From an optimization exercise on the open Yosys and OpenROAD flow, aimed at small area and a short achievable clock period; shortcuts taken in it are not production practice. Power figures rest on the tool's default switching activity, not on a simulated workload.

==> module add_unit, before the edit <==
module add_unit
    #(parameter DATA_SIZE = 32)
    (
    input wire [DATA_SIZE - 1:0] i_q,
    input wire [DATA_SIZE - 1:0] i_p,
    input wire i_sub,
    output wire [DATA_SIZE - 1:0] o_sum,
    output wire [DATA_SIZE - 1:0] o_and,
    output wire [DATA_SIZE - 1:0] o_xor,
    output wire [DATA_SIZE - 1:0] o_nor
    );
    wire [DATA_SIZE - 1:0] c;
    wire [DATA_SIZE - 1:0] b;
    add_xor #(.DATA_SIZE(DATA_SIZE)) INV (.i_q(i_p), .i_p({DATA_SIZE{i_sub}}), .o_xor(b));
    add_xor #(.DATA_SIZE(DATA_SIZE)) PROP (.i_q(i_q), .i_p(b), .o_xor(o_xor));
    add_and #(.DATA_SIZE(DATA_SIZE)) GEN (.i_q(i_q), .i_b(b), .o_and(o_and), .o_nor(o_nor));
    add_prefix #(.DATA_SIZE(DATA_SIZE)) CARRY (.i_g(o_and), .i_p(o_xor), .i_cin(i_sub), .o_c(c));
    add_sum #(.DATA_SIZE(DATA_SIZE)) SUM (.i_p(o_xor), .i_c(c), .o_sum(o_sum));
endmodule
==> module add_xor, before the edit <==
module add_xor
    #(parameter DATA_SIZE = 32)
    (
    input wire [DATA_SIZE - 1:0] i_q,
    input wire [DATA_SIZE - 1:0] i_p,
    output wire [DATA_SIZE - 1:0] o_xor
    );
    assign o_xor = i_q ^ i_p;
endmodule
==> module add_and, before the edit <==
module add_and
    #(parameter DATA_SIZE = 32)
    (
    input wire [DATA_SIZE - 1:0] i_q,
    input wire [DATA_SIZE - 1:0] i_b,
    output wire [DATA_SIZE - 1:0] o_and,
    output wire [DATA_SIZE - 1:0] o_nor
    );
    assign o_and = i_q & i_b;
    assign o_nor = ~(i_q | i_b);
endmodule
==> module shift_unit, before the edit <==
module shift_unit
    #(parameter DATA_SIZE = 32)
    (
    input wire [DATA_SIZE - 1:0] i_q,
    input wire [4:0] i_n,
    input wire i_left,
    input wire i_arith,
    output wire [DATA_SIZE - 1:0] o_value,
    output wire o_fill
    );
    function [DATA_SIZE - 1:0] rev;
        input [DATA_SIZE - 1:0] x;
        integer k;
        begin
            for (k = 0; k < DATA_SIZE; k = k + 1)
                rev[k] = x[DATA_SIZE - 1 - k];
        end
    endfunction
    assign o_fill = i_arith & i_q[DATA_SIZE - 1];
    wire [DATA_SIZE - 1:0] sh_in = i_left ? rev(i_q) : i_q;
    wire [3:0] a = 4'b0001 << i_n[1:0];
    wire [3:0] b = 4'b0001 << i_n[3:2];
    wire [DATA_SIZE + 2:0] x0 = {{3{o_fill}}, sh_in};
    wire [DATA_SIZE - 1:0] x1, x2;
    wire [DATA_SIZE + 11:0] x1e = {{12{o_fill}}, x1};
    genvar i;
    generate
        for (i = 0; i < DATA_SIZE; i = i + 1) begin : bitx
            assign x1[i] = (a[0] & x0[i]) | (a[1] & x0[i + 1]) | (a[2] & x0[i + 2]) | (a[3] & x0[i + 3]);
            assign x2[i] = (b[0] & x1e[i]) | (b[1] & x1e[i + 4]) | (b[2] & x1e[i + 8]) | (b[3] & x1e[i + 12]);
        end
    endgenerate
    assign o_value = i_n[4] ? {{16{o_fill}}, x2[DATA_SIZE - 1:16]} : x2;
endmodule
==> flow/config.mk <==
export PLATFORM = sky130hd
export DESIGN_NAME = core_pipeline
export DESIGN_NICKNAME = core_pipeline
export VERILOG_FILES = /design/flow/design.v
export SDC_FILE = /design/flow/constraint.sdc
export NUM_CORES = 4
export LEC_CHECK = 0
export CAP_MARGIN = 20
export CORE_MARGIN = 2
export CORE_UTILIZATION = 40
export PLACE_DENSITY = 0.45
export SETUP_SLACK_MARGIN = 3.0
export SLEW_MARGIN = 20
export SYNTH_HIERARCHICAL = 1
export BUFFER_PORTS_ARGS = -buffer_cell sky130_fd_sc_hd__buf_4
==> flow/constraint.sdc <==
create_clock -name core_clock -period 7.0 [get_ports {i_clk}]
set_input_delay 1.4000 -clock core_clock [delete_from_list [all_inputs] [get_ports {i_clk}]]
set_output_delay 1.4000 -clock core_clock [all_outputs]
set_load 0.01 [all_outputs]
standard.sh (not shown) runs the stock make flow with config.mk's settings and CLKGATE_MAP_FILE= SYNTH_SCRIPT=/design/flow/synth_recipe.tcl, a recipe that flattens the netlist after the stock synthesis.
==> flow/flow/run.sh <==
#!/bin/bash
# Layout flow: the standard flow (standard.sh, unchanged synthesis),
# with the port buffers made of buf_4 cells instead of the slow delay-cell
# buffers the resizer otherwise picks (and cannot resize away).
set -euo pipefail
echo 'export BUFFER_PORTS_ARGS = -buffer_cell sky130_fd_sc_hd__buf_4' >> config.mk
bash standard.sh > standard_flow.log 2>&1
The baseline went through all stages and came out clean.
Rerun with:
--- a/flow/design.v
+++ b/flow/design.v
@@ -28,36 +28,37 @@
     output wire [DATA_SIZE - 1:0] o_and,
     output wire [DATA_SIZE - 1:0] o_xor,
     output wire [DATA_SIZE - 1:0] o_nor
     );
     wire [DATA_SIZE - 1:0] c;
-    wire [DATA_SIZE - 1:0] b;
-    add_xor #(.DATA_SIZE(DATA_SIZE)) INV (.i_q(i_p), .i_p({DATA_SIZE{i_sub}}), .o_xor(b));
-    add_xor #(.DATA_SIZE(DATA_SIZE)) PROP (.i_q(i_q), .i_p(b), .o_xor(o_xor));
-    add_and #(.DATA_SIZE(DATA_SIZE)) GEN (.i_q(i_q), .i_b(b), .o_and(o_and), .o_nor(o_nor));
+    add_xor #(.DATA_SIZE(DATA_SIZE)) PROP (.i_q(i_q), .i_p(i_p), .i_sub(i_sub), .o_xor(o_xor));
+    add_and #(.DATA_SIZE(DATA_SIZE)) GEN (.i_q(i_q), .i_p(i_p), .i_sub(i_sub), .o_and(o_and), .o_nor(o_nor));
     add_prefix #(.DATA_SIZE(DATA_SIZE)) CARRY (.i_g(o_and), .i_p(o_xor), .i_cin(i_sub), .o_c(c));
     add_sum #(.DATA_SIZE(DATA_SIZE)) SUM (.i_p(o_xor), .i_c(c), .o_sum(o_sum));
 endmodule
 module add_xor
     #(parameter DATA_SIZE = 32)
     (
     input wire [DATA_SIZE - 1:0] i_q,
     input wire [DATA_SIZE - 1:0] i_p,
+    input wire i_sub,
     output wire [DATA_SIZE - 1:0] o_xor
     );
-    assign o_xor = i_q ^ i_p;
+    assign o_xor = i_q ^ i_p ^ {DATA_SIZE{i_sub}};
 endmodule
 module add_and
     #(parameter DATA_SIZE = 32)
     (
     input wire [DATA_SIZE - 1:0] i_q,
-    input wire [DATA_SIZE - 1:0] i_b,
+    input wire [DATA_SIZE - 1:0] i_p,
+    input wire i_sub,
     output wire [DATA_SIZE - 1:0] o_and,
     output wire [DATA_SIZE - 1:0] o_nor
     );
-    assign o_and = i_q & i_b;
-    assign o_nor = ~(i_q | i_b);
+    wire [DATA_SIZE - 1:0] b = i_p ^ {DATA_SIZE{i_sub}};
+    assign o_and = i_q & b;
+    assign o_nor = ~(i_q | b);
 endmodule
 module add_prefix
     #(parameter DATA_SIZE = 32)
     (
     input wire [DATA_SIZE - 1:0] i_g,
@@ -135,23 +136,13 @@
                 rev[k] = x[DATA_SIZE - 1 - k];
         end
     endfunction
     assign o_fill = i_arith & i_q[DATA_SIZE - 1];
     wire [DATA_SIZE - 1:0] sh_in = i_left ? rev(i_q) : i_q;
-    wire [3:0] a = 4'b0001 << i_n[1:0];
-    wire [3:0] b = 4'b0001 << i_n[3:2];
-    wire [DATA_SIZE + 2:0] x0 = {{3{o_fill}}, sh_in};
-    wire [DATA_SIZE - 1:0] x1, x2;
-    wire [DATA_SIZE + 11:0] x1e = {{12{o_fill}}, x1};
-    genvar i;
-    generate
-        for (i = 0; i < DATA_SIZE; i = i + 1) begin : bitx
-            assign x1[i] = (a[0] & x0[i]) | (a[1] & x0[i + 1]) | (a[2] & x0[i + 2]) | (a[3] & x0[i + 3]);
-            assign x2[i] = (b[0] & x1e[i]) | (b[1] & x1e[i + 4]) | (b[2] & x1e[i + 8]) | (b[3] & x1e[i + 12]);
-        end
-    endgenerate
-    assign o_value = i_n[4] ? {{16{o_fill}}, x2[DATA_SIZE - 1:16]} : x2;
+    wire signed [DATA_SIZE:0] sh_ext = {o_fill, sh_in};
+    wire signed [DATA_SIZE:0] sh_a = sh_ext >>> i_n;
+    assign o_value = sh_a[DATA_SIZE - 1:0];
 endmodule
 `timescale 1ns / 1ps
 module core_pipeline
     #(
       parameter ADDRESS_SIZE = 10,
What happened: The changed run produced a clean layout. Critical path depth rises by 6. Worst setup slack gets better by 7.8 ps. Clock skew rises by 5.2 ps. Sequential power is about the same. Clock power rises slightly.
No functional check of the RTL was part of any run of this note.

afterwards: timing with drivers on the ports:
The results above use ideal ports. As a check the final layouts listed here were re-extracted and re-timed, cells and wires unchanged.
Step 1 sets driving cells, clkbuf_16 on the clock port and buf_2 on the other inputs (assumed; they add their load-dependent delay and slew).
Step 2 adds t to the input delays and takes it off the output delays; t is the mean of the earliest and latest rising clock arrival at the registers after step 1. Input paths then give back, and output paths get back, about the clock's delay inside the block.
a / b / c = ideal / step 1 / step 2; a / b = the first two.
run | shift t [ns] | setup WS [ns] | worst setup path at the end
the first run | 0.654 | 2.959 / 2.893 / 2.323 | input to register
the second run | 0.651 | 2.966 / 2.969 / 2.333 | input to register
After both steps every run listed still meets setup and hold. The setup slack of the first run, which loses most, moves by -0.066 ns with the drivers and by -0.636 ns with both steps.
